Background: an optimization exercise with open tools, aiming at small area. Do not read the settings as production practice. In this exercise RTL edits were held to simulation tests only and were not proved equivalent to the original. Power is estimated from default activity; no workload was simulated.

`flow/run.sh`:
```
#!/bin/bash
# Layout flow: the standard layout (standard.sh), except that the
# synthesis maps the logic with an area-oriented ABC script (abc_area.script
# here) in place of ORFS's delay-oriented abc_speed.script.  The synthesis is
# otherwise ORFS's and the standard flow's own (synth_recipe.tcl), so the registers, their
# names and cells are those of the standard synthesis.
set -euo pipefail
W=$(pwd)
rm -rf "$W/scripts_area"
cp -r "$FLOW_HOME/scripts" "$W/scripts_area"
cp "$W/flow/abc_area.script" "$W/scripts_area/abc_speed.script"
bash "$W/standard.sh" SCRIPTS_DIR="$W/scripts_area" synth > "$W/synth.log" 2>&1
bash "$W/standard.sh" > "$W/layout.log" 2>&1
```
`flow/abc_area.script`:
```
&get -n
&st
&syn2
&dc2
&syn2
&dch -f
&nf -R 1000 -p
&put
topo
```
`standard.sh`:
```
#!/bin/bash
# synth_recipe.tcl (not shown) runs the flow's synth.tcl, then flattens the netlist and writes it again
# the make line also repeats each setting of config.mk as NAME=value (left out here)
make -C /OpenROAD-flow-scripts/flow DESIGN_CONFIG=/design/flow/config.mk WORK_HOME=/design/flow/orfs CLKGATE_MAP_FILE= SYNTH_SCRIPT=/design/flow/synth_recipe.tcl "${@:-finish}"
```
`config.mk`:
```
export PLATFORM = sky130hd
export DESIGN_NAME = game6
export DESIGN_NICKNAME = game6
export VERILOG_FILES = /design/flow/design.v
export SDC_FILE = /design/flow/constraint.sdc
export NUM_CORES = 4
export LEC_CHECK = 0
export CAP_MARGIN = 0
export CORE_MARGIN = 2
export CORE_UTILIZATION = 40
export CTS_BUF_LIST = sky130_fd_sc_hd__clkbuf_8
export SLEW_MARGIN = 0
export SYNTH_HIERARCHICAL = 1
```
`constraint.sdc`:
```
create_clock -name core_clock -period 16.0 [get_ports {CLK}]
set_input_delay 3.2000 -clock core_clock [delete_from_list [all_inputs] [get_ports {CLK}]]
set_output_delay 3.2000 -clock core_clock [all_outputs]
set_load 0.01 [all_outputs]
```
`design.v`:
```
module game6 (
    input wire mode,
    input wire CLK,
    input wire rst,
    input wire [1:0] BTN_LR,
    input wire [9:0] i_x,
    input wire [8:0] i_y,
    input wire i_animate,
    output wire [3:0] VGA_R,
    output wire [3:0] VGA_G,
    output wire [3:0] VGA_B,
    output wire endgame,
    output wire [8:0] score,
    output wire win
    );
    reg [9:0] bxn;       
    reg [8:0] byn;       
    wire [9:0] bx = ~bxn;
    wire [8:0] by = ~byn;
    reg xd, yd;          
    reg par;             
    reg eg;              
    reg [8:0] ph;        
    reg cs;              
    reg hx, hy;          
    reg [4:0] n;         
    reg lit;             
    wire run = i_animate & ~eg & mode;
    wire bottom = ((by[7] & by[6] & ~by[5] & by[3] & by[1]));
    wire restart = ~mode | bottom | eg;
    wire cx104 = ((~bx[9] & ~bx[8] & ~bx[7] & bx[6] & bx[3]) | (~bx[9] & ~bx[8] & ~bx[7] & bx[6] & bx[4]) | (~bx[8] & bx[7] & ~bx[6] & ~bx[4] & ~bx[3] & bx[1]) | (~bx[9] & ~bx[8] & ~bx[7] & bx[6] & bx[5]));
    wire sx104 = ((~bx[7] & ~bx[5] & ~bx[3] & bx[2] & bx[1] & ~bx[0]));
    wire cx140 = ((~bx[9] & ~bx[8] & bx[7] & ~bx[6] & ~bx[5]) | (~bx[9] & ~bx[8] & ~bx[7] & bx[6] & bx[5] & bx[4]) | (~bx[9] & ~bx[8] & bx[7] & ~bx[6] & ~bx[4] & ~bx[0]) | (~bx[9] & ~bx[8] & bx[7] & ~bx[6] & ~bx[4] & ~bx[3]) | (~bx[8] & bx[5] & ~bx[4] & bx[3] & bx[1] & ~bx[0]));
    wire sx140 = ((~bx[7] & bx[5] & bx[3] & ~bx[2] & ~bx[1] & bx[0]) | (bx[7] & ~bx[6] & bx[5] & bx[2] & bx[1] & bx[0]));
    wire cx176 = ((~bx[8] & bx[7] & ~bx[6] & bx[5]) | (~bx[9] & ~bx[8] & bx[7] & ~bx[6] & bx[4]) | (~bx[8] & bx[7] & bx[6] & ~bx[5] & ~bx[4]));
    wire sx176 = ((bx[7] & bx[4] & ~bx[3] & ~bx[2] & bx[1] & ~bx[0]));
    wire cx212 = ((~bx[8] & bx[7] & bx[6] & ~bx[4]) | (~bx[8] & bx[7] & bx[6] & ~bx[5]) | (~bx[8] & bx[7] & ~bx[6] & bx[5] & bx[4]) | (~bx[8] & bx[7] & bx[6] & ~bx[3] & ~bx[2]));
    wire sx212 = ((bx[7] & bx[5] & bx[4] & ~bx[3] & ~bx[1] & bx[0]));
    wire cx248 = ((~bx[8] & bx[7] & bx[6] & bx[5]) | (bx[8] & ~bx[7] & ~bx[6] & ~bx[5] & ~bx[0]) | (bx[8] & ~bx[7] & ~bx[6] & ~bx[5] & ~bx[2]) | (~bx[8] & bx[7] & bx[6] & bx[4] & ~bx[1]));
    wire sx248 = ((bx[7] & bx[4] & ~bx[3] & bx[2] & bx[1] & bx[0]));
    wire cx284 = ((bx[8] & ~bx[7] & ~bx[6]) | (~bx[9] & bx[5] & bx[4] & bx[3] & bx[1] & bx[0]));
    wire sx284 = ((bx[7] & bx[5] & bx[4] & ~bx[2] & bx[1] & ~bx[0]));
    wire cx320 = ((bx[8] & ~bx[7] & bx[6] & ~bx[5]) | (bx[8] & ~bx[7] & ~bx[6] & bx[5]));
    wire sx320 = ((bx[8] & bx[6] & ~bx[4] & ~bx[2] & bx[0]) | (bx[8] & ~bx[5] & bx[3] & bx[2] & ~bx[1] & bx[0]));
    wire cx356 = ((bx[8] & ~bx[7] & bx[6] & bx[2]) | (bx[8] & ~bx[7] & bx[6] & bx[3]) | (bx[8] & ~bx[7] & bx[6] & bx[1]) | (bx[8] & ~bx[4] & ~bx[3] & ~bx[2] & bx[0]));
    wire sx356 = ((bx[7] & ~bx[5] & ~bx[4] & bx[2] & bx[1] & ~bx[0]));
    wire cx392 = ((bx[8] & bx[7] & ~bx[6] & ~bx[5]) | (bx[8] & ~bx[7] & bx[6] & bx[5] & ~bx[0]) | (bx[8] & ~bx[7] & bx[6] & bx[5] & bx[2]) | (bx[8] & bx[7] & ~bx[6] & ~bx[3] & ~bx[1]));
    wire sx392 = ((bx[7] & bx[5] & ~bx[4] & bx[3] & ~bx[1]));
    wire cx428 = ((bx[8] & bx[7] & ~bx[6] & bx[4]) | (bx[8] & bx[7] & ~bx[6] & bx[5]) | (bx[8] & bx[7] & bx[6] & ~bx[5] & ~bx[4]));
    wire sx428 = ((bx[7] & ~bx[5] & ~bx[4] & bx[3] & ~bx[2] & bx[0]));
    wire cx464 = ((bx[8] & bx[7] & bx[6] & ~bx[4]) | (bx[8] & bx[7] & bx[6] & ~bx[5]) | (bx[8] & bx[7] & ~bx[6] & bx[5] & bx[4]));
    wire sx464 = ((bx[7] & ~bx[4] & bx[3] & bx[2] & bx[1] & ~bx[0]));
    wire cx500 = ((~bx[9] & bx[8] & bx[7] & bx[6] & bx[5]) | (bx[9] & ~bx[7] & ~bx[6] & ~bx[5] & ~bx[2]) | (~bx[9] & bx[8] & bx[7] & bx[6] & bx[4] & bx[1]) | (bx[9] & ~bx[7] & ~bx[6] & ~bx[5] & ~bx[4]));
    wire sx500 = ((bx[7] & bx[6] & ~bx[5] & ~bx[3] & ~bx[1]) | (bx[9] & ~bx[5] & ~bx[3] & bx[2] & bx[1]));
    wire cx536 = ((bx[9] & ~bx[7] & ~bx[6] & ~bx[3]) | (bx[9] & ~bx[7] & ~bx[6] & ~bx[1]) | (~bx[9] & bx[8] & bx[7] & bx[6] & bx[5] & bx[4] & bx[3]) | (bx[9] & ~bx[7] & ~bx[6] & ~bx[4]));
    wire sx536 = ((bx[9] & bx[4] & bx[3] & bx[1] & ~bx[0]));
    wire ry100 = ((~by[8] & ~by[7] & by[6] & by[4] & by[1]) | (~by[8] & ~by[7] & by[6] & by[5] & ~by[4]) | (~by[7] & by[6] & ~by[5] & by[4] & by[2] & by[0]));
    wire ey100 = ((~by[8] & ~by[7] & by[6] & by[4] & ~by[3] & by[0]));
    wire ry125 = ((~by[8] & by[7] & ~by[6] & ~by[5] & ~by[4]) | (~by[8] & ~by[7] & by[6] & by[5] & by[4]) | (~by[8] & ~by[4] & by[3] & by[2] & ~by[0]));
    wire ey125 = ((~by[8] & ~by[4] & by[3] & by[2] & ~by[0]));
    wire ry150 = ((~by[8] & by[7] & ~by[6] & ~by[3] & by[0]) | (~by[8] & by[7] & ~by[6] & ~by[4] & ~by[1]) | (~by[8] & by[7] & ~by[6] & ~by[5] & by[4]));
    wire ey150 = ((by[7] & ~by[6] & ~by[4] & ~by[3] & by[2] & by[0]));
    wire ry175 = ((~by[8] & by[7] & ~by[6] & by[5]));
    wire ey175 = ((by[5] & by[4] & by[3] & by[2] & by[1] & ~by[0]) | (by[5] & ~by[4] & ~by[3] & ~by[2] & ~by[1] & ~by[0]));
    wire ry200 = ((~by[8] & by[7] & by[6] & ~by[5] & by[0]) | (~by[8] & by[7] & by[6] & ~by[5] & ~by[2]) | (~by[8] & by[7] & ~by[6] & by[5] & by[4] & by[3]));
    wire ey200 = ((~by[8] & by[7] & by[5] & by[3] & ~by[1]) | (~by[5] & by[4] & ~by[3] & by[2] & by[1] & by[0]));
    wire ry225 = ((by[7] & by[6] & by[5] & ~by[4]) | (~by[8] & by[7] & by[6] & ~by[5] & by[4]) | (~by[8] & by[7] & by[6] & ~by[3] & ~by[0]));
    wire ey225 = ((by[7] & by[6] & by[4] & ~by[3] & ~by[2] & ~by[0]));
    wire ry250 = ((by[7] & by[6] & by[5] & by[4]) | (by[8] & ~by[7] & ~by[6] & ~by[5] & ~by[4] & ~by[1]) | (by[7] & by[6] & by[5] & by[3]));
    wire ey250 = ((~by[7] & ~by[5] & ~by[4] & by[3] & ~by[1]) | (by[7] & by[6] & ~by[4] & by[3] & by[1]));
    wire ry275 = ((by[8] & ~by[7] & ~by[6] & ~by[5]) | (by[8] & ~by[7] & ~by[6] & ~by[2] & ~by[0]));
    wire ey275 = ((by[8] & ~by[7] & ~by[6] & ~by[4] & ~by[3] & ~by[0]));
    wire ry300 = ((by[8] & ~by[7] & ~by[6] & by[5]) | (by[8] & ~by[7] & ~by[6] & by[2] & by[0]));
    wire ey300 = ((by[8] & ~by[7] & ~by[6] & by[4] & by[3] & by[0]));
    wire dx104 = ((i_x[9] | (i_x[8] | (i_x[7] | (i_x[6] & (i_x[5] | (i_x[4] | (i_x[3] & (i_x[2] | (i_x[1] & i_x[0]))))))))) & ~(i_x[9] | (i_x[8] | (i_x[7] & (i_x[6] | (i_x[5] | (i_x[4] | (i_x[3] | (i_x[2] & i_x[1])))))))));
    wire dx140 = ((i_x[9] | (i_x[8] | (i_x[7] | (i_x[6] & (i_x[5] & (i_x[4] | (i_x[3] & (i_x[2] & (i_x[1] & i_x[0]))))))))) & ~(i_x[9] | (i_x[8] | (i_x[7] & (i_x[6] | (i_x[5] & (i_x[4] | (i_x[3] & (i_x[2] | i_x[1])))))))));
    wire dx176 = ((i_x[9] | (i_x[8] | (i_x[7] & (i_x[6] | (i_x[5] | (i_x[4] & (i_x[3] | (i_x[2] | (i_x[1] & i_x[0]))))))))) & ~(i_x[9] | (i_x[8] | (i_x[7] & (i_x[6] & (i_x[5] | (i_x[4] | (i_x[3] & (i_x[2] & i_x[1])))))))));
    wire dx212 = ((i_x[9] | (i_x[8] | (i_x[7] & (i_x[6] | (i_x[5] & (i_x[4] & (i_x[3] | (i_x[2] & (i_x[1] & i_x[0]))))))))) & ~(i_x[9] | (i_x[8] | (i_x[7] & (i_x[6] & (i_x[5] & (i_x[4] & (i_x[3] | (i_x[2] | i_x[1])))))))));
    wire dx248 = ((i_x[9] | (i_x[8] | (i_x[7] & (i_x[6] & (i_x[5] | (i_x[4] & (i_x[3] & (i_x[2] | (i_x[1] & i_x[0]))))))))) & ~(i_x[9] | (i_x[8] & (i_x[7] | (i_x[6] | (i_x[5] | (i_x[4] & (i_x[3] | (i_x[2] & i_x[1])))))))));
    wire dx284 = ((i_x[9] | (i_x[8] | (i_x[7] & (i_x[6] & (i_x[5] & (i_x[4] & (i_x[3] & (i_x[2] & (i_x[1] & i_x[0]))))))))) & ~(i_x[9] | (i_x[8] & (i_x[7] | (i_x[6] | (i_x[5] & (i_x[4] & (i_x[3] & (i_x[2] | i_x[1])))))))));
    wire dx320 = ((i_x[9] | (i_x[8] & (i_x[7] | (i_x[6] | (i_x[5] & (i_x[4] | (i_x[3] | (i_x[2] | (i_x[1] & i_x[0]))))))))) & ~(i_x[9] | (i_x[8] & (i_x[7] | (i_x[6] & (i_x[5] | (i_x[4] & (i_x[3] & (i_x[2] & i_x[1])))))))));
    wire dx356 = ((i_x[9] | (i_x[8] & (i_x[7] | (i_x[6] & (i_x[5] | (i_x[4] | (i_x[3] | (i_x[2] & (i_x[1] & i_x[0]))))))))) & ~(i_x[9] | (i_x[8] & (i_x[7] & (i_x[6] | (i_x[5] | (i_x[4] | (i_x[3] | (i_x[2] | i_x[1])))))))));
    wire dx392 = ((i_x[9] | (i_x[8] & (i_x[7] | (i_x[6] & (i_x[5] & (i_x[4] | (i_x[3] & (i_x[2] | (i_x[1] & i_x[0]))))))))) & ~(i_x[9] | (i_x[8] & (i_x[7] & (i_x[6] | (i_x[5] & (i_x[4] | (i_x[3] | (i_x[2] & i_x[1])))))))));
    wire dx428 = ((i_x[9] | (i_x[8] & (i_x[7] & (i_x[6] | (i_x[5] | (i_x[4] | (i_x[3] & (i_x[2] & (i_x[1] & i_x[0]))))))))) & ~(i_x[9] | (i_x[8] & (i_x[7] & (i_x[6] & (i_x[5] | (i_x[4] | (i_x[3] & (i_x[2] | i_x[1])))))))));
    wire dx464 = ((i_x[9] | (i_x[8] & (i_x[7] & (i_x[6] | (i_x[5] & (i_x[4] & (i_x[3] | (i_x[2] | (i_x[1] & i_x[0]))))))))) & ~(i_x[9] | (i_x[8] & (i_x[7] & (i_x[6] & (i_x[5] & (i_x[4] | (i_x[3] & (i_x[2] & i_x[1])))))))));
    wire dx500 = ((i_x[9] | (i_x[8] & (i_x[7] & (i_x[6] & (i_x[5] | (i_x[4] & (i_x[3] | (i_x[2] & (i_x[1] & i_x[0]))))))))) & ~(i_x[9] & (i_x[8] | (i_x[7] | (i_x[6] | (i_x[5] | (i_x[4] & (i_x[3] | (i_x[2] | i_x[1])))))))));
    wire dx536 = ((i_x[9] | (i_x[8] & (i_x[7] & (i_x[6] & (i_x[5] & (i_x[4] & (i_x[3] & (i_x[2] | (i_x[1] & i_x[0]))))))))) & ~(i_x[9] & (i_x[8] | (i_x[7] | (i_x[6] | (i_x[5] & (i_x[4] & (i_x[3] | (i_x[2] & i_x[1])))))))));
    wire dy100 = ((i_y[8] | (i_y[7] | (i_y[6] & (i_y[5] | (i_y[4] & (i_y[3] & (i_y[2] | (i_y[1] & i_y[0])))))))) & ~(i_y[8] | (i_y[7] | (i_y[6] & (i_y[5] & (i_y[4] | (i_y[3] & (i_y[2] & i_y[1]))))))));
    wire dy125 = ((i_y[8] | (i_y[7] | (i_y[6] & (i_y[5] & (i_y[4] & (i_y[3] | i_y[2])))))) & ~(i_y[8] | (i_y[7] & (i_y[6] | (i_y[5] | (i_y[4] | (i_y[3] | (i_y[2] & (i_y[1] & i_y[0])))))))));
    wire dy150 = ((i_y[8] | (i_y[7] & (i_y[6] | (i_y[5] | (i_y[4] | (i_y[3] & (i_y[2] & (i_y[1] | i_y[0])))))))) & ~(i_y[8] | (i_y[7] & (i_y[6] | i_y[5]))));
    wire dy175 = ((i_y[8] | (i_y[7] & (i_y[6] | (i_y[5] & (i_y[4] | (i_y[3] | (i_y[2] & i_y[1]))))))) & ~(i_y[8] | (i_y[7] & (i_y[6] | (i_y[5] & (i_y[4] & (i_y[3] & (i_y[2] | (i_y[1] | i_y[0])))))))));
    wire dy200 = ((i_y[8] | (i_y[7] & (i_y[6] | (i_y[5] & (i_y[4] & (i_y[3] & (i_y[2] & (i_y[1] & i_y[0])))))))) & ~(i_y[8] | (i_y[7] & (i_y[6] & (i_y[5] | (i_y[4] & (i_y[3] | (i_y[2] | i_y[1]))))))));
    wire dy225 = ((i_y[8] | (i_y[7] & (i_y[6] & (i_y[5] | (i_y[4] & i_y[3]))))) & ~(i_y[8] | (i_y[7] & (i_y[6] & (i_y[5] & (i_y[4] | (i_y[3] & (i_y[2] | (i_y[1] & i_y[0])))))))));
    wire dy250 = ((i_y[8] | (i_y[7] & (i_y[6] & (i_y[5] & (i_y[4] & (i_y[3] | (i_y[2] | (i_y[1] | i_y[0])))))))) & ~(i_y[8] & (i_y[7] | (i_y[6] | (i_y[5] | (i_y[4] | (i_y[3] | i_y[2])))))));
    wire dy275 = ((i_y[8] & (i_y[7] | (i_y[6] | (i_y[5] | (i_y[4] | (i_y[3] & (i_y[2] | i_y[1]))))))) & ~(i_y[8] & (i_y[7] | (i_y[6] | (i_y[5] | (i_y[4] & (i_y[3] & (i_y[2] & (i_y[1] | i_y[0])))))))));
    wire dy300 = ((i_y[8] & (i_y[7] | (i_y[6] | (i_y[5] & (i_y[4] | (i_y[3] | (i_y[2] | (i_y[1] & i_y[0])))))))) & ~(i_y[8] & (i_y[7] | (i_y[6] | (i_y[5] & (i_y[4] & (i_y[3] | (i_y[2] & i_y[1]))))))));
    wire [21:0] hxs, hys, bpix;
    reg [21:0] an;
    wire [21:0] a = ~an;
    reg [21:0] h;
    wire [21:0] zs, ze;
    assign zs[0] = sx104 & ry150;
    assign ze[0] = cx104 & ey150;
    assign bpix[0] = a[0] & dx104 & dy150;
    assign zs[1] = sx320 & ry150;
    assign ze[1] = cx320 & ey150;
    assign bpix[1] = a[1] & dx320 & dy150;
    assign zs[2] = sx536 & ry150;
    assign ze[2] = cx536 & ey150;
    assign bpix[2] = a[2] & dx536 & dy150;
    assign zs[3] = sx320 & ry300;
    assign ze[3] = cx320 & ey300;
    assign bpix[3] = a[3] & dx320 & dy300;
    assign zs[4] = sx140 & ry125;
    assign ze[4] = cx140 & ey125;
    assign bpix[4] = a[4] & dx140 & dy125;
    assign zs[5] = sx140 & ry175;
    assign ze[5] = cx140 & ey175;
    assign bpix[5] = a[5] & dx140 & dy175;
    assign zs[6] = sx176 & ry100;
    assign ze[6] = cx176 & ey100;
    assign bpix[6] = a[6] & dx176 & dy100;
    assign zs[7] = sx176 & ry200;
    assign ze[7] = cx176 & ey200;
    assign bpix[7] = a[7] & dx176 & dy200;
    assign zs[8] = sx248 & ry100;
    assign ze[8] = cx248 & ey100;
    assign bpix[8] = a[8] & dx248 & dy100;
    assign zs[9] = sx248 & ry250;
    assign ze[9] = cx248 & ey250;
    assign bpix[9] = a[9] & dx248 & dy250;
    assign zs[10] = sx284 & ry125;
    assign ze[10] = cx284 & ey125;
    assign bpix[10] = a[10] & dx284 & dy125;
    assign zs[11] = sx284 & ry275;
    assign ze[11] = cx284 & ey275;
    assign bpix[11] = a[11] & dx284 & dy275;
    assign zs[12] = sx356 & ry125;
    assign ze[12] = cx356 & ey125;
    assign bpix[12] = a[12] & dx356 & dy125;
    assign zs[13] = sx356 & ry275;
    assign ze[13] = cx356 & ey275;
    assign bpix[13] = a[13] & dx356 & dy275;
    assign zs[14] = sx392 & ry100;
    assign ze[14] = cx392 & ey100;
    assign bpix[14] = a[14] & dx392 & dy100;
    assign zs[15] = sx392 & ry250;
    assign ze[15] = cx392 & ey250;
    assign bpix[15] = a[15] & dx392 & dy250;
    assign zs[16] = sx464 & ry100;
    assign ze[16] = cx464 & ey100;
    assign bpix[16] = a[16] & dx464 & dy100;
    assign zs[17] = sx464 & ry200;
    assign ze[17] = cx464 & ey200;
    assign bpix[17] = a[17] & dx464 & dy200;
    assign zs[18] = sx500 & ry125;
    assign ze[18] = cx500 & ey125;
    assign bpix[18] = a[18] & dx500 & dy125;
    assign zs[19] = sx500 & ry175;
    assign ze[19] = cx500 & ey175;
    assign bpix[19] = a[19] & dx500 & dy175;
    assign zs[20] = sx212 & ry225;
    assign ze[20] = cx212 & ey225;
    assign bpix[20] = a[20] & dx212 & dy225;
    assign zs[21] = sx428 & ry225;
    assign ze[21] = cx428 & ey225;
    assign bpix[21] = a[21] & dx428 & dy225;
    wire [21:0] z = zs | ze;
    wire [21:0] g = {22{~mode}} | (a & ~h);
    assign hxs = zs & g;
    assign hys = ze & g;
    wire [21:0] a_n = rst ? {22{1'b1}} : (a | {22{~mode}}) & ~z;
    wire [21:0] h_n = rst ? {22{1'b0}} : ~mode ? ~z & ((a & h & {22{~cs}}) | (~a & ~h)) : h | ({22{run}} & ~a);
    always @(posedge CLK) begin
        an <= ~a_n;
        h <= h_n;
    end
    always @(posedge CLK)
    if (rst) begin
        cs <= 1'b0;
        hx <= 1'b0;
        hy <= 1'b0;
    end else begin
        cs <= mode & (cs | run);
        hx <= ~run & (hx | (|hxs));
        hy <= ~run & (hy | (|hys));
    end
    wire btn_l = BTN_LR[1] & ~BTN_LR[0];
    wire btn_r = BTN_LR[0] & ~BTN_LR[1];
    wire [8:0] dbp_s;
    wire [9:0] dbp_c;
    assign dbp_c[0] = bxn[0];
    fa dbp_0 (.a(ph[0]), .b(bxn[1]), .ci(dbp_c[0]), .s(dbp_s[0]), .co(dbp_c[1]));
    fa dbp_1 (.a(ph[1]), .b(bxn[2]), .ci(dbp_c[1]), .s(dbp_s[1]), .co(dbp_c[2]));
    fa dbp_2 (.a(ph[2]), .b(bxn[3]), .ci(dbp_c[2]), .s(dbp_s[2]), .co(dbp_c[3]));
    fa dbp_3 (.a(ph[3]), .b(bxn[4]), .ci(dbp_c[3]), .s(dbp_s[3]), .co(dbp_c[4]));
    fa dbp_4 (.a(ph[4]), .b(bxn[5]), .ci(dbp_c[4]), .s(dbp_s[4]), .co(dbp_c[5]));
    fa dbp_5 (.a(ph[5]), .b(bxn[6]), .ci(dbp_c[5]), .s(dbp_s[5]), .co(dbp_c[6]));
    fa dbp_6 (.a(ph[6]), .b(bxn[7]), .ci(dbp_c[6]), .s(dbp_s[6]), .co(dbp_c[7]));
    fa dbp_7 (.a(ph[7]), .b(bxn[8]), .ci(dbp_c[7]), .s(dbp_s[7]), .co(dbp_c[8]));
    fa dbp_8 (.a(ph[8]), .b(bxn[9]), .ci(dbp_c[8]), .s(dbp_s[8]), .co(dbp_c[9]));
    wire [9:0] dbp = {dbp_s, ~bxn[0]};
    wire pad_x = ((bx[2]) | (~bx[9] & bx[3]) | (~bx[3] & bx[0]) | (bx[9] & ~bx[8]) | (~bx[9] & bx[6]) | (~bx[9] & bx[7]) | (~bx[9] & bx[1])) & ((dbp_c[9] & ~(dbp[9] | (dbp[8] | (dbp[7] | (dbp[6] & (dbp[5] | (dbp[4] | (dbp[3] | (dbp[2] | dbp[1]))))))))) | (~dbp_c[9] & (dbp[9] & (dbp[8] & (dbp[7] & (dbp[6] | (dbp[5] & (dbp[4] & (dbp[3] & (dbp[2] & (dbp[1] & dbp[0])))))))))));
    wire pad_hit = bottom | (((by[8] & by[7] & by[6] & by[4]) | (by[8] & by[7] & by[6] & ~by[1])) & pad_x);
    wire lwall = ((~bx[8] & ~bx[7] & ~bx[6] & ~bx[5] & ~bx[4] & ~bx[3] & ~bx[1]));
    wire rwall = ((bx[9] & bx[7]) | (bx[9] & bx[4] & bx[3] & ~bx[2] & bx[0]));
    wire top = ((~by[8] & ~by[6] & ~by[5] & ~by[4] & ~by[3] & ~by[1]));
    wire [8:0] mx_s;
    wire [9:0] mx_c;
    assign mx_c[0] = bxn[0];
    fa mx_0 (.a(bxn[1]), .b(xd), .ci(mx_c[0]), .s(mx_s[0]), .co(mx_c[1]));
    fa mx_1 (.a(bxn[2]), .b(~xd), .ci(mx_c[1]), .s(mx_s[1]), .co(mx_c[2]));
    fa mx_2 (.a(bxn[3]), .b(xd), .ci(mx_c[2]), .s(mx_s[2]), .co(mx_c[3]));
    fa mx_3 (.a(bxn[4]), .b(xd), .ci(mx_c[3]), .s(mx_s[3]), .co(mx_c[4]));
    fa mx_4 (.a(bxn[5]), .b(xd), .ci(mx_c[4]), .s(mx_s[4]), .co(mx_c[5]));
    fa mx_5 (.a(bxn[6]), .b(xd), .ci(mx_c[5]), .s(mx_s[5]), .co(mx_c[6]));
    fa mx_6 (.a(bxn[7]), .b(xd), .ci(mx_c[6]), .s(mx_s[6]), .co(mx_c[7]));
    fa mx_7 (.a(bxn[8]), .b(xd), .ci(mx_c[7]), .s(mx_s[7]), .co(mx_c[8]));
    fa mx_8 (.a(bxn[9]), .b(xd), .ci(mx_c[8]), .s(mx_s[8]), .co(mx_c[9]));
    wire [7:0] my_s;
    wire [8:0] my_c;
    assign my_c[0] = byn[0];
    fa my_0 (.a(byn[1]), .b(yd), .ci(my_c[0]), .s(my_s[0]), .co(my_c[1]));
    fa my_1 (.a(byn[2]), .b(~yd), .ci(my_c[1]), .s(my_s[1]), .co(my_c[2]));
    fa my_2 (.a(byn[3]), .b(yd), .ci(my_c[2]), .s(my_s[2]), .co(my_c[3]));
    fa my_3 (.a(byn[4]), .b(yd), .ci(my_c[3]), .s(my_s[3]), .co(my_c[4]));
    fa my_4 (.a(byn[5]), .b(yd), .ci(my_c[4]), .s(my_s[4]), .co(my_c[5]));
    fa my_5 (.a(byn[6]), .b(yd), .ci(my_c[5]), .s(my_s[5]), .co(my_c[6]));
    fa my_6 (.a(byn[7]), .b(yd), .ci(my_c[6]), .s(my_s[6]), .co(my_c[7]));
    fa my_7 (.a(byn[8]), .b(yd), .ci(my_c[7]), .s(my_s[7]), .co(my_c[8]));
    wire inc1 = hx ^ hy, inc2 = hx & hy;
    wire [4:0] na_s;
    wire [5:0] na_c;
    assign na_c[0] = 1'b0;
    assign na_s[0] = n[0] ^ inc1 ^ na_c[0];
    assign na_c[1] = (n[0] & inc1) | (na_c[0] & (n[0] ^ inc1));
    fa na_1 (.a(n[1]), .b(inc2), .ci(na_c[1]), .s(na_s[1]), .co(na_c[2]));
    assign na_s[2] = n[2] ^ 1'b0 ^ na_c[2];
    assign na_c[3] = (n[2] & 1'b0) | (na_c[2] & (n[2] ^ 1'b0));
    assign na_s[3] = n[3] ^ 1'b0 ^ na_c[3];
    assign na_c[4] = (n[3] & 1'b0) | (na_c[3] & (n[3] ^ 1'b0));
    assign na_s[4] = n[4] ^ 1'b0 ^ na_c[4];
    assign na_c[5] = (n[4] & 1'b0) | (na_c[4] & (n[4] ^ 1'b0));
    always @(posedge CLK)
    if (rst | ~mode) n <= 5'd0;
    else if (run) n <= na_s;
    always @(posedge CLK)
    if (rst) begin
        par <= 1'b0;
        bxn <= ~10'd320;
        byn <= ~9'd430;
        xd <= 1'b0;
        yd <= 1'b0;
        eg <= 1'b0;
    end else begin
        par <= ~par;
        eg <= mode & (eg | bottom);
        if (run) begin
            bxn <= {mx_s, ~bxn[0]};
            byn <= {my_s, ~byn[0]};
            if (pad_hit & (btn_l | btn_r)) xd <= btn_r;
            else if (rwall) xd <= 1'b0;
            else if (lwall) xd <= 1'b1;
            else if (bottom) xd <= ~par;
            else xd <= xd ^ hx;
            if (pad_hit) yd <= 1'b0;
            else if (top) yd <= 1'b1;
            else if (bottom) yd <= 1'b0;
            else yd <= yd ^ hy;
        end else if (restart) begin
            bxn <= ~10'd320;
            byn <= ~9'd430;
            xd <= ~par;
            yd <= 1'b0;
        end
    end
    wire pm_l = run & btn_l & ((ph[5]) | (ph[0]) | (~ph[2]) | (~ph[4]) | (ph[7]));
    wire pm_r = run & btn_r & ((~ph[8]) | (~ph[5]) | (~ph[0]));
    wire pm = pm_l | pm_r;
    wire [8:0] pa_s;
    wire [9:0] pa_c;
    assign pa_c[0] = 1'b0;
    assign pa_s[0] = ph[0] ^ pm ^ pa_c[0];
    assign pa_c[1] = (ph[0] & pm) | (pa_c[0] & (ph[0] ^ pm));
    fa pa_1 (.a(ph[1]), .b(pm_l), .ci(pa_c[1]), .s(pa_s[1]), .co(pa_c[2]));
    fa pa_2 (.a(ph[2]), .b(pm_r), .ci(pa_c[2]), .s(pa_s[2]), .co(pa_c[3]));
    fa pa_3 (.a(ph[3]), .b(pm_l), .ci(pa_c[3]), .s(pa_s[3]), .co(pa_c[4]));
    fa pa_4 (.a(ph[4]), .b(pm_l), .ci(pa_c[4]), .s(pa_s[4]), .co(pa_c[5]));
    fa pa_5 (.a(ph[5]), .b(pm_l), .ci(pa_c[5]), .s(pa_s[5]), .co(pa_c[6]));
    fa pa_6 (.a(ph[6]), .b(pm_l), .ci(pa_c[6]), .s(pa_s[6]), .co(pa_c[7]));
    fa pa_7 (.a(ph[7]), .b(pm_l), .ci(pa_c[7]), .s(pa_s[7]), .co(pa_c[8]));
    fa pa_8 (.a(ph[8]), .b(pm_l), .ci(pa_c[8]), .s(pa_s[8]), .co(pa_c[9]));
    always @(posedge CLK)
    if (rst | eg | ~mode) ph <= 9'd160;
    else ph <= pa_s;
    wire [9:0] bpx_s;
    wire [10:0] bpx_c;
    assign bpx_c[0] = 1'b0;
    assign bpx_s[0] = i_x[0] ^ bxn[0] ^ bpx_c[0];
    assign bpx_c[1] = (i_x[0] & bxn[0]) | (bpx_c[0] & (i_x[0] ^ bxn[0]));
    fa bpx_1 (.a(i_x[1]), .b(bxn[1]), .ci(bpx_c[1]), .s(bpx_s[1]), .co(bpx_c[2]));
    fa bpx_2 (.a(i_x[2]), .b(bxn[2]), .ci(bpx_c[2]), .s(bpx_s[2]), .co(bpx_c[3]));
    fa bpx_3 (.a(i_x[3]), .b(bxn[3]), .ci(bpx_c[3]), .s(bpx_s[3]), .co(bpx_c[4]));
    fa bpx_4 (.a(i_x[4]), .b(bxn[4]), .ci(bpx_c[4]), .s(bpx_s[4]), .co(bpx_c[5]));
    fa bpx_5 (.a(i_x[5]), .b(bxn[5]), .ci(bpx_c[5]), .s(bpx_s[5]), .co(bpx_c[6]));
    fa bpx_6 (.a(i_x[6]), .b(bxn[6]), .ci(bpx_c[6]), .s(bpx_s[6]), .co(bpx_c[7]));
    fa bpx_7 (.a(i_x[7]), .b(bxn[7]), .ci(bpx_c[7]), .s(bpx_s[7]), .co(bpx_c[8]));
    fa bpx_8 (.a(i_x[8]), .b(bxn[8]), .ci(bpx_c[8]), .s(bpx_s[8]), .co(bpx_c[9]));
    fa bpx_9 (.a(i_x[9]), .b(bxn[9]), .ci(bpx_c[9]), .s(bpx_s[9]), .co(bpx_c[10]));
    wire [8:0] bpy_s;
    wire [9:0] bpy_c;
    assign bpy_c[0] = 1'b0;
    assign bpy_s[0] = i_y[0] ^ byn[0] ^ bpy_c[0];
    assign bpy_c[1] = (i_y[0] & byn[0]) | (bpy_c[0] & (i_y[0] ^ byn[0]));
    fa bpy_1 (.a(i_y[1]), .b(byn[1]), .ci(bpy_c[1]), .s(bpy_s[1]), .co(bpy_c[2]));
    fa bpy_2 (.a(i_y[2]), .b(byn[2]), .ci(bpy_c[2]), .s(bpy_s[2]), .co(bpy_c[3]));
    fa bpy_3 (.a(i_y[3]), .b(byn[3]), .ci(bpy_c[3]), .s(bpy_s[3]), .co(bpy_c[4]));
    fa bpy_4 (.a(i_y[4]), .b(byn[4]), .ci(bpy_c[4]), .s(bpy_s[4]), .co(bpy_c[5]));
    fa bpy_5 (.a(i_y[5]), .b(byn[5]), .ci(bpy_c[5]), .s(bpy_s[5]), .co(bpy_c[6]));
    fa bpy_6 (.a(i_y[6]), .b(byn[6]), .ci(bpy_c[6]), .s(bpy_s[6]), .co(bpy_c[7]));
    fa bpy_7 (.a(i_y[7]), .b(byn[7]), .ci(bpy_c[7]), .s(bpy_s[7]), .co(bpy_c[8]));
    fa bpy_8 (.a(i_y[8]), .b(byn[8]), .ci(bpy_c[8]), .s(bpy_s[8]), .co(bpy_c[9]));
    wire [8:0] ppx_s;
    wire [9:0] ppx_c;
    assign ppx_c[0] = 1'b1;
    assign ppx_s[0] = i_x[1] ^ ~ph[0] ^ ppx_c[0];
    assign ppx_c[1] = (i_x[1] & ~ph[0]) | (ppx_c[0] & (i_x[1] ^ ~ph[0]));
    fa ppx_1 (.a(i_x[2]), .b(~ph[1]), .ci(ppx_c[1]), .s(ppx_s[1]), .co(ppx_c[2]));
    fa ppx_2 (.a(i_x[3]), .b(~ph[2]), .ci(ppx_c[2]), .s(ppx_s[2]), .co(ppx_c[3]));
    fa ppx_3 (.a(i_x[4]), .b(~ph[3]), .ci(ppx_c[3]), .s(ppx_s[3]), .co(ppx_c[4]));
    fa ppx_4 (.a(i_x[5]), .b(~ph[4]), .ci(ppx_c[4]), .s(ppx_s[4]), .co(ppx_c[5]));
    fa ppx_5 (.a(i_x[6]), .b(~ph[5]), .ci(ppx_c[5]), .s(ppx_s[5]), .co(ppx_c[6]));
    fa ppx_6 (.a(i_x[7]), .b(~ph[6]), .ci(ppx_c[6]), .s(ppx_s[6]), .co(ppx_c[7]));
    fa ppx_7 (.a(i_x[8]), .b(~ph[7]), .ci(ppx_c[7]), .s(ppx_s[7]), .co(ppx_c[8]));
    fa ppx_8 (.a(i_x[9]), .b(~ph[8]), .ci(ppx_c[8]), .s(ppx_s[8]), .co(ppx_c[9]));
    wire [9:0] dpx = {ppx_s, i_x[0]};
    wire ball_x = (bpx_c[10] & ~(bpx_s[9] | (bpx_s[8] | (bpx_s[7] | (bpx_s[6] | (bpx_s[5] | (bpx_s[4] | (bpx_s[3] | bpx_s[2])))))))) | (~bpx_c[10] & (bpx_s[9] & (bpx_s[8] & (bpx_s[7] & (bpx_s[6] & (bpx_s[5] & (bpx_s[4] & (bpx_s[3] & (bpx_s[2] | (bpx_s[1] & bpx_s[0]))))))))));
    wire ball_y = (bpy_c[9] & ~(bpy_s[8] | (bpy_s[7] | (bpy_s[6] | (bpy_s[5] | (bpy_s[4] | (bpy_s[3] | bpy_s[2]))))))) | (~bpy_c[9] & (bpy_s[8] & (bpy_s[7] & (bpy_s[6] & (bpy_s[5] & (bpy_s[4] & (bpy_s[3] & (bpy_s[2] | (bpy_s[1] & bpy_s[0])))))))));
    wire ball_pix = ((bx[0]) | (bx[3]) | (bx[2]) | (bx[1]) | (bx[7]) | (bx[4]) | (bx[6])) & ((by[0]) | (by[1]) | (by[2]) | (by[3]) | (by[4]) | (by[6]) | (by[7])) & ball_x & ball_y;
    wire pad_pix = ((ppx_c[9] & ~(dpx[9] | (dpx[8] | (dpx[7] | (dpx[6] | (dpx[5] & (dpx[4] & (dpx[3] & dpx[2])))))))) | (~ppx_c[9] & (dpx[9] & (dpx[8] & (dpx[7] & (dpx[6] & (dpx[5] | (dpx[4] | (dpx[3] | (dpx[2] & (dpx[1] | dpx[0]))))))))))) & ((i_y[8] & (i_y[7] & (i_y[6] & (i_y[5] | (i_y[4] & (i_y[3] | (i_y[2] | i_y[1]))))))) & ~(i_y[8] & (i_y[7] & (i_y[6] & (i_y[5] | (i_y[4] & (i_y[3] & (i_y[2] | (i_y[1] & i_y[0])))))))));
    always @(posedge CLK)
    if (rst) lit <= 1'b0;
    else lit <= ball_pix | pad_pix | (|bpix);
    assign VGA_R = {4{lit}};
    assign VGA_G = {4{lit}};
    assign VGA_B = {4{lit}};
    assign endgame = eg;
    wire [4:0] s5_s;
    wire [5:0] s5_c;
    assign s5_c[0] = 1'b0;
    assign s5_s[0] = n[2] ^ n[0] ^ s5_c[0];
    assign s5_c[1] = (n[2] & n[0]) | (s5_c[0] & (n[2] ^ n[0]));
    fa s5_1 (.a(n[3]), .b(n[1]), .ci(s5_c[1]), .s(s5_s[1]), .co(s5_c[2]));
    fa s5_2 (.a(n[4]), .b(n[2]), .ci(s5_c[2]), .s(s5_s[2]), .co(s5_c[3]));
    assign s5_s[3] = 1'b0 ^ n[3] ^ s5_c[3];
    assign s5_c[4] = (1'b0 & n[3]) | (s5_c[3] & (1'b0 ^ n[3]));
    assign s5_s[4] = 1'b0 ^ n[4] ^ s5_c[4];
    assign s5_c[5] = (1'b0 & n[4]) | (s5_c[4] & (1'b0 ^ n[4]));
    wire [6:0] s = {s5_s, n[1:0]};
    assign score = {2'b00, s & {7{mode}}};
    assign win = ((n[4] & n[2] & n[1]));
endmodule
module fa (
    input wire a,
    input wire b,
    input wire ci,
    output wire s,
    output wire co
    );
    assign s = a ^ b ^ ci;
    assign co = (a & b) | (ci & (a ^ b));
endmodule
```
==> results of run 1 <==
## worst paths after layout
kind | startpoint | slack, ps | endpoint | cells past startpoint
setup reg to reg | bxn[0] | 10280 | lit | 17
hold reg to reg | par | 460 | par | 1
setup / recovery | i_x[0] | 7590 | lit | 18
hold / removal | par | 460 | par | 1
## cell usage after synthesis, types with 5 or more instances
master	n
o21ai_0	61
ha_1	12
a211oi_1	10
nand4_1	18
fa_1	62
nand3_1	16
dfxtp_1	85
nor3_1	43
and2_0	18
nand2b_1	26
a31oi_1	14
clkinv_1	23
a21oi_1	75
or4_1	5
nand2_1	86
o22ai_1	37
o31ai_1	5
a2111oi_0	6
or2_0	5
a221oi_1	15
o2111ai_1	6
and3_1	8
buf_4	14
nor2_1	121
nor4b_1	8
nor4_1	11
nor2b_1	8
a22oi_1	21
## power breakdown
group | internal (mW) | leakage, nW | total [mW] | switching [mW]
Combinational | 0.0462 | 1.81 | 0.115 | 0.0683
Sequential | 0.215 | 0.687 | 0.226 | 0.0110
Clock | 0.0873 | 0.114 | 0.173 | 0.0858
## registers in the layout (all words and copies together), names as in the netlist, 5 cells and up
signal,cells
n,5
byn,9
an,22
ph,9
h,22
bxn,10
## modules after synthesis, one instance, submodules excluded
module,flip-flops and latches,cells inside
fa,0,1
game6,85,814
## cells by family after synthesis
logic type,share of synthesized area
simple gates,0.270
compound gates,0.257
flops,0.242
fa+ha+maj,0.198
buf+inv,0.0272
xor+xnor,0.00499
other cells,0.000534
## metal layers
layer | part of all wire | track usage | vias up
met5 | 0.00070 | 0 | -
li1 | - | - | 3398
met4 | 0.034 | 0.102 | 2
met2 | 0.44 | 0.380 | 301
met3 | 0.068 | 0.0363 | 62
met1 | 0.46 | 0.365 | 3422
## through the flow
stage	worst slack (ps)	power, mW	hold WS, ps	util
6_report	7590	0.513	464	0.460
3_3_place_gp	7280	0.342	426	0.448
5_1_grt	7200	0.541	476	0.460
4_1_cts	7590	0.515	457	0.460
2_1_floorplan	8020	0.296	410	-
3_5_place_dp	7180	0.343	434	0.448
## cell type report
| class | count | share of cell area |
|---|---|---|
| flip-flops and latches | 85 | 0.215 |
| well taps | 225 | 0.0355 |
| clock buffers | 9 | 0.0156 |
| multi-input cells | 755 | 0.648 |
| repair buffers | 54 | 0.0641 |
| clock inverters | 7 | 0.0115 |
| inverters | 23 | 0.0109 |
==> qor.csv, run 1 <==
stage,metric,value,unit
min_path,Worst Hold Class,flip-flop to flip-flop,
critical_path,Critical Path AT,8650,ps
routing,vias per cell,6.20,
cells_and_area,most frequent cells in the layout,"nor2_1, nand2_1, dfxtp_1, a21oi_1, fa_1",
run_status,status,finished clean,
clock_tree,Clock Tree Root,clkbuf_8,
yosys,Synth area leaders,"dfxtp_1, fa_1, nor2_1",
routing,Avg WL per Cell,19.7,um
placement,RD Place Congestion,0.957,
critical_path,Crit. End Element,flip-flop,
global_routing,GR Overflow Total,0,
yosys,async set or reset register ratio after synthesis,0,
cells_and_area,share of post-route cells with drive strength above 1,0.0279,
critical_path,Setup Crit Path Kind,input pin to flip-flop,
cells_and_area,Final Net Count,1027,
sta,fmax,119,MHz
routing,antenna-violating nets left,0,
yosys,Synth top area share,0.242,
sta,Final TNS setup,0,ps
critical_path,peak per-stage delay on the critical path,510,ps
yosys,#FFs+latches synth,85,
critical_path,Bufs and invs on worst path,1,
placement,Placed Cells,1142,
clock_tree,CTS tree,built,
clock_tree,CTS Buf Count,9,
die,Row Count,48,
sta,Worst Tran Pin Value,960,ps
yosys,post-synthesis cell area,7030,sq um
yosys,"Seq/Total Area, Yosys",0.242,
yosys,dominant synthesized flop cell,dfxtp_1,
die,DIE HEIGHT,137,um
pwr,pwr dens,64.7,nW/um^2
die,num ports,48,
yosys,synth warn,7,
routing,final WL,22800,um
global_routing,initial antenna violation count,1,
clock_tree,clock-pin slew on the worst setup and hold paths,100,ps
routing,Detailed Route Iter0 Violations,727,
global_routing,first-pass GRT wire length,36300,um
yosys,Syn Inst Count,876,
die,core area,17200,sq um
pwr,worst ir drop on vdd,0.0350,mV
sta,Fin. Hold Viols,0,
critical_path,family with the most delay on the worst path,adder cells,
yosys,number of synthesized flops with an enable pin,0,
critical_path,CP Launch Type,input pin,
clock_tree,H-tree depth,3,
sta,worst clock skew,14.5,ps
yosys,"area leader, netlist",dfxtp_1,
clock_tree,Skew-Pair Late Insertion Delay,400,ps
placement,IO Port Bufs,45,
critical_path,CP Cell Sequence,clkdlybuf4s50_1 -> ha_1 -> fa_1 -> fa_1 -> fa_1 -> fa_1 -> fa_1 -> fa_1 -> fa_1 -> fa_1 -> fa_1 -> nor4b_1 -> a21oi_1 -> nor3_1 -> a31oi_1 -> o311ai_0 -> a2111oi_0 -> a41oi_1,
yosys,Syn Area/Cell,8.02,sq um
yosys,synth unique cells,56,
cells_and_area,"commonest non-fill, non-tap cell in the layout",nor2_1,
routing,DRC,0,
clock_tree,Post-CTS Setup Repair Bufs,0,
sta,Final setup violation count,0,
sta,period utilization,0.526,
cells_and_area,"non-filler cells, final",1158,
global_routing,Total GRT Usage,0.253,
cells_and_area,area of the multi-input gates,5140,sq um
routing,drt pass-1 iters,6,
cells_and_area,Fill cells,1765,
sta,RSZ-0062 raised after global routing,false,
routing,vias,7185,
cells_and_area,n_diodes,0,
cells_and_area,Register Area,1700,sq um
global_routing,pin count of the biggest net entering global routing,71,
job,Max Cap Viol,0,
global_routing,number of global-route vias before repair,6587,
die,Initial Util,0.408,
cells_and_area,Layout Cell Area excl Fill,7930,sq um
clock_tree,Max Root-Sink Buffers,2,
critical_path,CP Max Fanout,4,
sta,Max Slew Vio Count,0,
die,Die W,137,um
sta,Rel. slew slack,0.359,
clock_tree,post-CTS resize count,0,
critical_path,WP data required,16240,ps
cells_and_area,area grow syn2layout,12.9,%
critical_path,CP max stage cell,fa_1,
die,die area,18600,sq um
placement,post-DP HPWL,16600,um
critical_path,"most used cell, CP",fa_1,
pwr,leakage power total,2.62,nW
sta,Final min period,8410,ps
clock_tree,"Hold-fix buffers, CTS",0,
clock_tree,clock sink count,85,
placement,placed cell area,7710,sq um
==> inputs of run 2 (changes only) <==
--- a/flow/run.sh
+++ b/flow/run.sh
@@ -11,3 +11,3 @@
 cp "$W/flow/abc_area.script" "$W/scripts_area/abc_speed.script"
 bash "$W/standard.sh" SCRIPTS_DIR="$W/scripts_area" synth > "$W/synth.log" 2>&1
-bash "$W/standard.sh" > "$W/layout.log" 2>&1
+bash "$W/standard.sh" "BUFFER_PORTS_ARGS=-buffer_cell sky130_fd_sc_hd__buf_1" > "$W/layout.log" 2>&1
==> qor.csv, run 2 <==
stage,metric,value,unit
die,Row Count,48,
yosys,#FFs+latches synth,85,
sta,fmax,125,MHz
yosys,"area leader, netlist",dfxtp_1,
cells_and_area,share of post-route cells with drive strength above 1,0.0289,
yosys,Synth area leaders,"dfxtp_1, fa_1, nor2_1",
cells_and_area,area grow syn2layout,8.71,%
clock_tree,Post-CTS Setup Repair Bufs,0,
cells_and_area,"commonest non-fill, non-tap cell in the layout",nor2_1,
sta,Worst Tran Pin Value,1110,ps
routing,vias per cell,6.23,
sta,period utilization,0.501,
run_status,status,finished clean,
placement,IO Port Bufs,45,
cells_and_area,Layout Cell Area excl Fill,7640,sq um
critical_path,r2r setup slk,10310,ps
global_routing,Total GRT Usage,0.254,
clock_tree,CTS tree,built,
pwr,Int Pwr,0.315,mW
routing,vias,7222,
yosys,most common cell in the netlist,nor2_1,
yosys,synth unique cells,56,
yosys,async set or reset register ratio after synthesis,0,
global_routing,pin count of the biggest net entering global routing,71,
yosys,Commonest cells post-synth,"nor2_1, nand2_1, dfxtp_1, a21oi_1, fa_1",
critical_path,R2R depth,17,
placement,RD Place Congestion,1.00,
pwr,leakage power total,2.50,nW
global_routing,first-pass GRT wire length,36500,um
routing,antenna-violating nets left,0,
min_path,Worst Hold Class,flip-flop to flip-flop,
critical_path,CP Max Fanout,4,
cells_and_area,biggest regs,"an (22), h (22), bxn (10)",
die,num ports,48,
job,Max Cap Viol,0,
pwr,Clk network pwr share,0.302,
sta,Final setup violation count,0,
die,core area,17200,sq um
critical_path,Critical Path AT,8230,ps
pwr,Sw Share,0.342,
sta,Final TNS setup,0,ps
routing,drt pass-1 iters,7,
sta,Max Slew Vio Count,0,
yosys,"Seq/Total Area, Yosys",0.242,
routing,final WL,22700,um
sta,worst clock skew,12.6,ps
pwr,Seq pwr share,0.471,
clock_tree,clock sink count,85,
pwr,Logic pwr share,0.226,
sta,Final min period,8010,ps
cells_and_area,n_diodes,0,
pwr,Net Sw Power,0.163,mW
critical_path,r2r endpoint,lit,
cells_and_area,most frequent cells in the layout,"nor2_1, nand2_1, dfxtp_1, a21oi_1, fa_1",
sta,RSZ-0062 raised after global routing,false,
pwr,pwr dens,62.6,nW/um^2
yosys,Syn Inst Count,876,
die,DIE HEIGHT,137,um
global_routing,number of global-route vias before repair,6565,
clock_tree,Max Root-Sink Buffers,2,
clock_tree,CTS Buf Count,9,
cells_and_area,Final Net Count,1029,
sta,Fin. Hold Viols,0,
critical_path,Setup Crit Path Kind,input pin to flip-flop,
critical_path,critical path endpoint,lit,
critical_path,Reg-to-Reg Start,bxn[0],
routing,Detailed Route Iter0 Violations,738,
die,Initial Util,0.408,
global_routing,GR Overflow Total,0,
yosys,Syn Area/Cell,8.02,sq um
clock_tree,Skew-Pair Late Insertion Delay,380,ps
clock_tree,Clock Tree Root,clkbuf_8,
clock_tree,H-tree depth,3,
critical_path,CP Launch Type,input pin,
pwr,worst ir drop on vdd,0.0386,mV
placement,placed cell area,7460,sq um
critical_path,Setup crit start,i_x[0],
critical_path,WP data required,16210,ps
placement,post-DP HPWL,16500,um
yosys,synth warn,7,
die,die area,18600,sq um
global_routing,initial antenna violation count,1,
clock_tree,post-CTS resize count,0,
yosys,number of synthesized flops with an enable pin,0,
yosys,post-synthesis cell area,7030,sq um
clock_tree,clock-pin slew on the worst setup and hold paths,90,ps
sta,Rel. slew slack,0.262,
yosys,dominant synthesized flop cell,dfxtp_1,
clock_tree,"Hold-fix buffers, CTS",0,
routing,Avg WL per Cell,19.6,um
critical_path,Crit. End Element,flip-flop,
die,Die W,137,um
yosys,Synth top area share,0.242,
routing,DRC,0,
## run 2: changes by cell type in the layout (fill, tap and decap cells not counted), sizes merged
cell,before,now
buf,11,55
bufinv,2,0
clkbuf,9,11
clkdlybuf4s50,43,0
clkinv,27,24
clkinvlp,0,2
inv,1,3
## run 2: stage by stage
stage          std cells  power [mW]   util  worst slack, ps  hold slack [ps]
4_1_cts             1160       0.483  0.443             7960              457
2_1_floorplan        877       0.296      -             8020              410
3_5_place_dp        1144       0.337  0.433             7550              436
6_report            1160       0.478  0.443             7990              454
3_3_place_gp        1144       0.335  0.433             7650              426
5_1_grt             1160       0.507  0.443             7730              488
## run 2: worst min-delay path by stage
stage          startpoint  endpoint  slack, ps  cells past startpoint
6_report              par       par        450                      1
5_1_grt               par       par        490                      1
4_1_cts               par       par        460                      1
3_5_place_dp          par       par        440                      1
3_3_place_gp          par       par        430                      1
2_1_floorplan         par       par        410                      1
## run 2: routing by layer
metal	part of all wire	global-route usage	vias up	wire length, um
met4	0.025	0.0775	0	563
met2	0.44	0.380	356	9970
met5	0	0	-	0
met1	0.45	0.370	3428	10200
li1	-	-	3395	-
met3	0.087	0.0485	43	1980
## run 2: area by class of cell
type / instances / area (sq um)
fillers: 1771 / 9600
multi-input cells: 755 / 5140
flip-flops and latches: 85 / 1700
well taps: 225 / 282
repair buffers: 56 / 254
clock buffers: 10 / 138
inverters: 23 / 86.3
clock inverters: 6 / 40.0
## run 2: power by group through the flow
stage	clock network (mW)	registers (mW)	logic [mW]
final	0.144	0.225	0.108
after global routing	0.158	0.227	0.122
after CTS	0.150	0.225	0.107
after detailed placement	0	0.230	0.106
after global placement	0	0.230	0.105
after floorplan	0	0.230	0.0667
## run 2: critical path, cell delays in order
cell and delay (ps):
buf_1 100, ha_1 210, fa_1 370, fa_1 390
fa_1 390, fa_1 390, fa_1 380, fa_1 390
fa_1 390, fa_1 390, fa_1 510, nor4b_1 60
a21oi_1 130, nor3_1 70, a31oi_1 160, o311ai_0 160
a2111oi_0 380, a41oi_1 160
## run 2: kinds of logic (layout without fill, tap and decap cells)
| kind of cell | count (synthesis) | count (layout) | share of synthesized area |
|---|---|---|---|
| buffers and inverters | 37 | 95 | 0.0272 |
| other | 1 | 2 | 0.000534 |
| and+or+nand+nor | 389 | 389 | 0.270 |
| DFF | 85 | 85 | 0.242 |
| adders and majority gates | 74 | 74 | 0.198 |
| AOI/OAI and AO/OA | 286 | 286 | 0.257 |
| xor gates and xnor gates | 4 | 4 | 0.00499 |
## run 2: modules after synthesis, one instance, submodules excluded
module / cells / cell area, sq um / flops+latches / times used
fa: 1 / 20.0 / 0 / 62
game6: 814 / 5790 / 85 / 1
==> inputs of run 3 (changes only) <==
==> flow/run.sh (replaced) <==
#!/bin/bash
# Layout flow: the standard layout (standard.sh) with three changes:
#  - the synthesis maps the logic with an area-oriented ABC script
#    (abc_area.script here) in place of ORFS's delay-oriented abc_speed.script;
#  - the synthesis buffers pass-through outputs with buf_1 instead of buf_4;
#  - placement gives every input and output port a buf_1 buffer.
# The synthesis is otherwise ORFS's with the standard flow's own script (synth_recipe.tcl),
# so the registers, their names and cells are those of the standard synthesis.
set -euo pipefail
W=$(pwd)
rm -rf "$W/scripts_area"
cp -r "$FLOW_HOME/scripts" "$W/scripts_area"
cp "$W/flow/abc_area.script" "$W/scripts_area/abc_speed.script"
bash "$W/standard.sh" SCRIPTS_DIR="$W/scripts_area" "MIN_BUF_CELL_AND_PORTS=sky130_fd_sc_hd__buf_1 A X" synth > "$W/synth.log" 2>&1
bash "$W/standard.sh" "BUFFER_PORTS_ARGS=-buffer_cell sky130_fd_sc_hd__buf_1" > "$W/layout.log" 2>&1
==> flow/abc_area.script (replaced) <==
&get -n
&st
&syn2
&dc2
&syn2
&dch -f
&nf -R 1000 -p
&st
&syn2
&dc2
&syn2
&dch -f
&nf -R 1000 -p
&put
topo
==> qor.csv, run 3 <==
stage,metric,value,unit
critical_path,Critical Path AT,8300,ps
global_routing,first-pass GRT wire length,36100,um
clock_tree,"Hold-fix buffers, CTS",0,
global_routing,pin count of the biggest net entering global routing,70,
sta,Rel. slew slack,0.317,
yosys,synth warn,7,
cells_and_area,area of the multi-input gates,5100,sq um
cells_and_area,biggest regs,"an (22), h (22), bxn (10)",
sta,Final TNS setup,0,ps
clock_tree,clock sink count,85,
clock_tree,clock-pin slew on the worst setup and hold paths,80,ps
routing,antenna-violating nets left,0,
critical_path,r2r endpoint,xd,
yosys,"area leader, netlist",dfxtp_1,
cells_and_area,Layout Cell Area excl Fill,7660,sq um
job,Max Cap Viol,0,
die,die area,18400,sq um
routing,drt pass-1 iters,5,
cells_and_area,area grow syn2layout,10.5,%
cells_and_area,"commonest non-fill, non-tap cell in the layout",nor2_1,
die,Die W,136,um
critical_path,CP Launch Type,input pin,
global_routing,GR Overflow Total,0,
critical_path,family with the most delay on the worst path,adder cells,
sta,fmax,125,MHz
sta,Final min period,8000,ps
critical_path,r2r setup slk,10240,ps
critical_path,peak per-stage delay on the critical path,460,ps
routing,Avg WL per Cell,19.5,um
critical_path,"logic depth of the worst path, buffers included",18,
placement,Placed Cells,1131,
clock_tree,CTS Buf Count,9,
cells_and_area,n_diodes,0,
placement,post-DP HPWL,16500,um
critical_path,Setup Crit Path Kind,input pin to flip-flop,
sta,Max Slew Vio Count,0,
routing,vias,7149,
critical_path,CP max stage cell,fa_1,
routing,DRC,0,
critical_path,Setup crit start,i_x[0],
global_routing,number of global-route vias before repair,6507,
yosys,Syn Area/Cell,8.07,sq um
critical_path,Reg-to-Reg Start,bxn[1],
cells_and_area,share of post-route cells with drive strength above 1,0.0337,
placement,placed cell area,7450,sq um
die,core area,17100,sq um
sta,RSZ-0062 raised after global routing,false,
yosys,dominant synthesized flop cell,dfxtp_1,
clock_tree,Post-CTS Setup Repair Bufs,0,
critical_path,CP Max Fanout,7,
critical_path,CP Cell Sequence,buf_1 -> ha_1 -> fa_1 -> fa_1 -> fa_1 -> fa_1 -> fa_1 -> fa_1 -> fa_1 -> fa_1 -> fa_1 -> nor4b_1 -> a21oi_1 -> a2111oi_0 -> a31oi_1 -> o21ai_0 -> a2111oi_0 -> a21oi_1,
cells_and_area,Final Net Count,1016,
cells_and_area,"non-filler cells, final",1146,
global_routing,Total GRT Usage,0.252,
yosys,Synth top area share,0.246,
global_routing,initial antenna violation count,1,
clock_tree,Max Root-Sink Buffers,2,
sta,Worst Tran Pin Value,1020,ps
yosys,most common cell in the netlist,nor2_1,
clock_tree,Skew-Pair Late Insertion Delay,380,ps
clock_tree,CTS tree,built,
cells_and_area,most frequent cells in the layout,"nor2_1, nand2_1, dfxtp_1, a21oi_1, fa_1",
critical_path,WP data required,16310,ps
pwr,pwr dens,65.9,nW/um^2
critical_path,Bufs and invs on worst path,1,
run_status,status,finished clean,
critical_path,critical path endpoint,lit,
sta,period utilization,0.500,
min_path,Worst Hold Class,flip-flop to flip-flop,
die,num ports,48,
yosys,synth unique cells,59,
placement,IO Port Bufs,45,
yosys,Syn Inst Count,859,
yosys,async set or reset register ratio after synthesis,0,
die,Row Count,48,
cells_and_area,Finished Core Util,0.448,
routing,vias per cell,6.24,
routing,Detailed Route Iter0 Violations,763,
critical_path,R2R depth,18,
placement,RD Place Congestion,0.981,
clock_tree,Clock Tree Root,clkbuf_8,
yosys,#FFs+latches synth,85,
cells_and_area,Fill cells,1721,
yosys,Commonest cells post-synth,"nor2_1, nand2_1, dfxtp_1, a21oi_1, fa_1",
critical_path,"most used cell, CP",fa_1,
sta,Final setup violation count,0,
yosys,Synth area leaders,"dfxtp_1, fa_1, nor2_1",
sta,worst clock skew,6.62,ps
yosys,post-synthesis cell area,6930,sq um
critical_path,Crit. End Element,flip-flop,
yosys,"Seq/Total Area, Yosys",0.246,
die,DIE HEIGHT,136,um
pwr,leakage power total,2.48,nW
routing,final WL,22400,um
sta,Fin. Hold Viols,0,
die,Initial Util,0.405,
clock_tree,post-CTS resize count,0,
pwr,worst ir drop on vdd,0.0450,mV
clock_tree,H-tree depth,3,
cells_and_area,Register Area,1700,sq um
yosys,number of synthesized flops with an enable pin,0,
run 3: changes by cell type after synthesis, moves of 7 or more:
cell	before	now
a221oi_1	15	22
nand3_1	16	9
buf_4	14	0
nor2_1	121	103
o21ai_0	61	54
nor3_1	43	53
buf_1	0	14
run 3: through the flow:
stage	power, mW	hold WS, ps	setup WS [ps]
final	0.505	464	8000
after global routing	0.533	522	7560
after CTS	0.508	458	8000
after detailed placement	0.338	445	7610
after global placement	0.336	436	7740
after floorplan	0.294	410	8080
run 3: worst min path at each step:
stage,start,end,slack (ps),depth (start not counted)
3_5_place_dp,par,par,440,1
3_3_place_gp,par,par,440,1
6_report,par,par,460,1
4_1_cts,par,par,460,1
2_1_floorplan,par,par,410,1
5_1_grt,par,par,520,1
run 3: power breakdown:
group	internal, mW	leakage [nW]	switching [mW]
Clock	0.0905	0.110	0.0793
Sequential	0.215	0.687	0.00859
Combinational	0.0407	1.69	0.0709
Total	0.346	2.48	0.159
run 3: cell families (layout without fill, tap and decap cells):
kind of cell | Yosys count | count (layout) | synth area share
AND/OR/NAND/NOR | 384 | 384 | 0.275
AO/OA/AOI/OAI | 274 | 274 | 0.252
flip-flops | 85 | 85 | 0.246
adder cells (fa/ha/maj) | 74 | 74 | 0.201
buffers and inverters | 36 | 97 | 0.0195
XOR/XNOR | 4 | 4 | 0.00506
other | 1 | 2 | 0.000541
multiplexers | 1 | 1 | 0.00144
run 3: cell type report:
class	count	area share
inverters	22	0.0108
multi-input cells	739	0.665
repair buffers	60	0.0371
well taps	225	0.0367
flip-flops and latches	85	0.222
clock inverters	5	0.00996
clock buffers	10	0.0180
run 3: metal layers:
metal	GRT usage	vias to the layer above	part of all wire	wire, um
met5	0	-	0.00058	13
met4	0.0897	2	0.024	548
met2	0.382	328	0.45	10100
li1	-	3351	-	-
met1	0.353	3414	0.44	9830
met3	0.0561	54	0.084	1880
run 3: worst register-to-register path: stages (launching register included):
cell and delay [ps]:
dfxtp_1 570, fa_1 530, fa_1 400, fa_1 410, fa_1 390, fa_1 390, fa_1 380, fa_1 390
fa_1 390, fa_1 460, nor4b_1 270, nand2_1 80, o21ai_0 120, a21oi_1 170, nor2_1 150, mux2i_1 190
nor2_1 50, a221oi_1 230, nor2_1 60
run 3: Yosys stat by module, one instance, submodules excluded:
module | times used | flip-flops and latches | cell area (sq um)
fa | 62 | 0 | 20.0
game6 | 1 | 85 | 5690
==> inputs of run 4 (changes only) <==
--- a/config.mk
+++ b/config.mk
@@ -10,4 +10,5 @@
 export CORE_UTILIZATION = 40
 export CTS_BUF_LIST = sky130_fd_sc_hd__clkbuf_8
+export GPL_TIMING_DRIVEN = 0
 export SLEW_MARGIN = 0
 export SYNTH_HIERARCHICAL = 1
==> qor.csv, run 4 <==
stage,metric,value,unit
job,Max Cap Viol,0,
routing,vias,7066,
placement,DP Worst Slack,7430,ps
cells_and_area,Fill cells,1748,
sta,fmax,123,MHz
die,DIE HEIGHT,136,um
placement,post-DP HPWL,15900,um
global_routing,pin count of the biggest net entering global routing,66,
pwr,Final Power,0.482,mW
pwr,pwr dens,63.3,nW/um^2
yosys,dominant synthesized flop cell,dfxtp_1,
routing,met1 wire length,9590,um
die,Initial Util,0.405,
yosys,Synth top area share,0.246,
routing,vias per cell,6.16,
critical_path,WP data required,16290,ps
min_path,Worst Hold Class,flip-flop to flip-flop,
yosys,post-synthesis cell area,6930,sq um
critical_path,Setup Crit Path Kind,input pin to flip-flop,
clock_tree,CTS Buf Count,9,
die,num ports,48,
sta,Final min period,8130,ps
cells_and_area,"non-filler cells, final",1148,
pwr,worst ir drop on vdd,0.0345,mV
routing,Avg WL per Cell,19.0,um
yosys,Commonest cells post-synth,"nor2_1, nand2_1, dfxtp_1, a21oi_1, fa_1",
global_routing,Total GRT Usage,0.248,
sta,Final TNS setup,0,ps
clock_tree,clock-pin slew on the worst setup and hold paths,90,ps
global_routing,number of global-route vias before repair,6619,
routing,antenna-violating nets left,0,
routing,Detailed Route Iter0 Violations,665,
yosys,number of synthesized flops with an enable pin,0,
sta,worst clock skew,9.91,ps
placement,RD Place Congestion,0.982,
placement,IO Port Bufs,45,
clock_tree,Clock Tree Root,clkbuf_8,
cells_and_area,biggest regs,"an (22), h (22), bxn (10)",
routing,DRC,0,
critical_path,CP Max Fanout,42,
yosys,"Seq/Total Area, Yosys",0.246,
clock_tree,Skew-Pair Late Insertion Delay,390,ps
clock_tree,Max Root-Sink Buffers,2,
clock_tree,post-CTS resize count,0,
yosys,synth warn,7,
cells_and_area,"commonest non-fill, non-tap cell in the layout",nor2_1,
sta,final setup margin,7870,ps
sta,Max Slew Vio Count,0,
die,Die W,136,um
critical_path,CP Launch Type,input pin,
sta,period utilization,0.508,
yosys,Syn Area/Cell,8.07,sq um
pwr,leakage power total,2.43,nW
sta,RSZ-0062 raised after global routing,false,
cells_and_area,area of the multi-input gates,5100,sq um
clock_tree,CTS tree,built,
yosys,most common cell in the netlist,nor2_1,
critical_path,Crit. End Element,flip-flop,
critical_path,Critical Path AT,8420,ps
die,core area,17100,sq um
yosys,Synth area leaders,"dfxtp_1, fa_1, nor2_1",
routing,met3 WL,1820,um
cells_and_area,most frequent cells in the layout,"nor2_1, nand2_1, dfxtp_1, a21oi_1, fa_1",
cells_and_area,area grow syn2layout,9.88,%
clock_tree,clock sink count,85,
cells_and_area,Register Area,1700,sq um
yosys,Syn Inst Count,859,
cells_and_area,share of post-route cells with drive strength above 1,0.0228,
clock_tree,H-tree depth,3,
run_status,status,finished clean,
sta,Worst Tran Pin Value,970,ps
die,die area,18400,sq um
critical_path,r2r setup slk,10280,ps
routing,met2 WL post-DR,9620,um
sta,Rel. slew slack,0.352,
sta,Fin. Hold Viols,0,
global_routing,first-pass GRT wire length,35300,um
die,Row Count,48,
cells_and_area,Final Net Count,1017,
cells_and_area,n_diodes,0,
global_routing,initial antenna violation count,0,
yosys,synth unique cells,59,
placement,Placed Cells,1132,
cells_and_area,Finished Core Util,0.445,
yosys,async set or reset register ratio after synthesis,0,
clock_tree,"Hold-fix buffers, CTS",0,
routing,uppermost layer routed,met4,
yosys,#FFs+latches synth,85,
global_routing,GR Overflow Total,0,
sta,Final setup violation count,0,
clock_tree,Post-CTS Setup Repair Bufs,0,
routing,drt pass-1 iters,5,
yosys,"area leader, netlist",dfxtp_1,
routing,final WL,21800,um
==> run 4: cell counts after synthesis <==
No cell type changed its count.
==> run 4: power breakdown <==
part	leakage, nW	total [mW]	switching, mW	internal (mW)
logic	1.65	0.102	0.0619	0.0401
clock network	0.0953	0.149	0.0844	0.0649
registers	0.687	0.231	0.0160	0.215
total	2.43	0.482	0.162	0.320
==> run 4: area by class of cell <==
cell class	count	area share
tap	225	0.0370
clock inverter	5	0.00460
timing repair buffer	47	0.0278
inverter	22	0.0108
multi-input combinational	739	0.670
clock buffer	11	0.0199
buffer	14	0.00690
sequential	85	0.223
==> run 4: cell families after synthesis <==
family,share of synthesized area
AOI/OAI and AO/OA,0.252
DFF,0.246
adders and majority gates,0.201
muxes,0.00144
buffers and inverters,0.0195
and+or+nand+nor,0.275
xor gates and xnor gates,0.00506
other,0.000541
==> run 4: worst paths after layout <==
path / start / end / cells past startpoint
setup reg to reg: bxn[1] / xd / 18
setup / recovery: mode / ph[8] / 14
hold reg to reg: par / par / 1
hold / removal: par / par / 1
==> run 4: metal layers <==
| metal | GRT usage | vias up |
|---|---|---|
| li1 | - | 3353 |
| met1 | 0.344 | 3330 |
| met2 | 0.376 | 332 |
| met3 | 0.0426 | 51 |
| met4 | 0.112 | 0 |
| met5 | 0 | - |
==> run 4: modules after synthesis, one instance, submodules excluded <==
module / cell area [sq um] / flops+latches / cells inside / copies in the design
fa: 20.0 / 0 / 1 / 62
game6: 5690 / 85 / 797 / 1
==> run 4: worst max-delay path, stage by stage <==
cell	delay [ps]
buf_2	300
and3b_2	640
and3_1	510
or2_0	290
ha_1	190
fa_1	390
fa_1	390
fa_1	390
fa_1	390
fa_1	390
fa_1	390
fa_1	390
fa_1	420
and2_0	140
==> run 4: stage by stage <==
step                      area [sq um]  hold WS, ps
final                             7610          455
after floorplan                   6930          410
after global routing              7610          488
after global placement            7380          426
after CTS                         7610          451
after detailed placement          7430          437

[afterwards: timing with drivers on the ports]
No port has a modelled driver above. Below, the same layouts with a new extraction and two added sets of constraints.
Step 1 sets driving cells, clkbuf_16 on the clock port and buf_2 on the other inputs (assumed; they add their load-dependent delay and slew).
Step 2 times the ports against the registers' clock, not the clock port: input delays grow and output delays shrink by t, the midpoint of the rising clock arrivals with the driver on.
Slacks: ideal ports / drivers / drivers and shift; pairs: ideal ports / drivers.
run | t, ns | setup slack, ns
run 1 | 0.435 | 7.591 / 7.610 / 7.174
run 2 | 0.410 | 7.985 / 7.999 / 7.589
run 3 | 0.411 | 8.003 / 8.020 / 7.609
run 4 | 0.423 | 7.871 / 7.888 / 7.464
After both steps setup and hold are still met in every run listed.
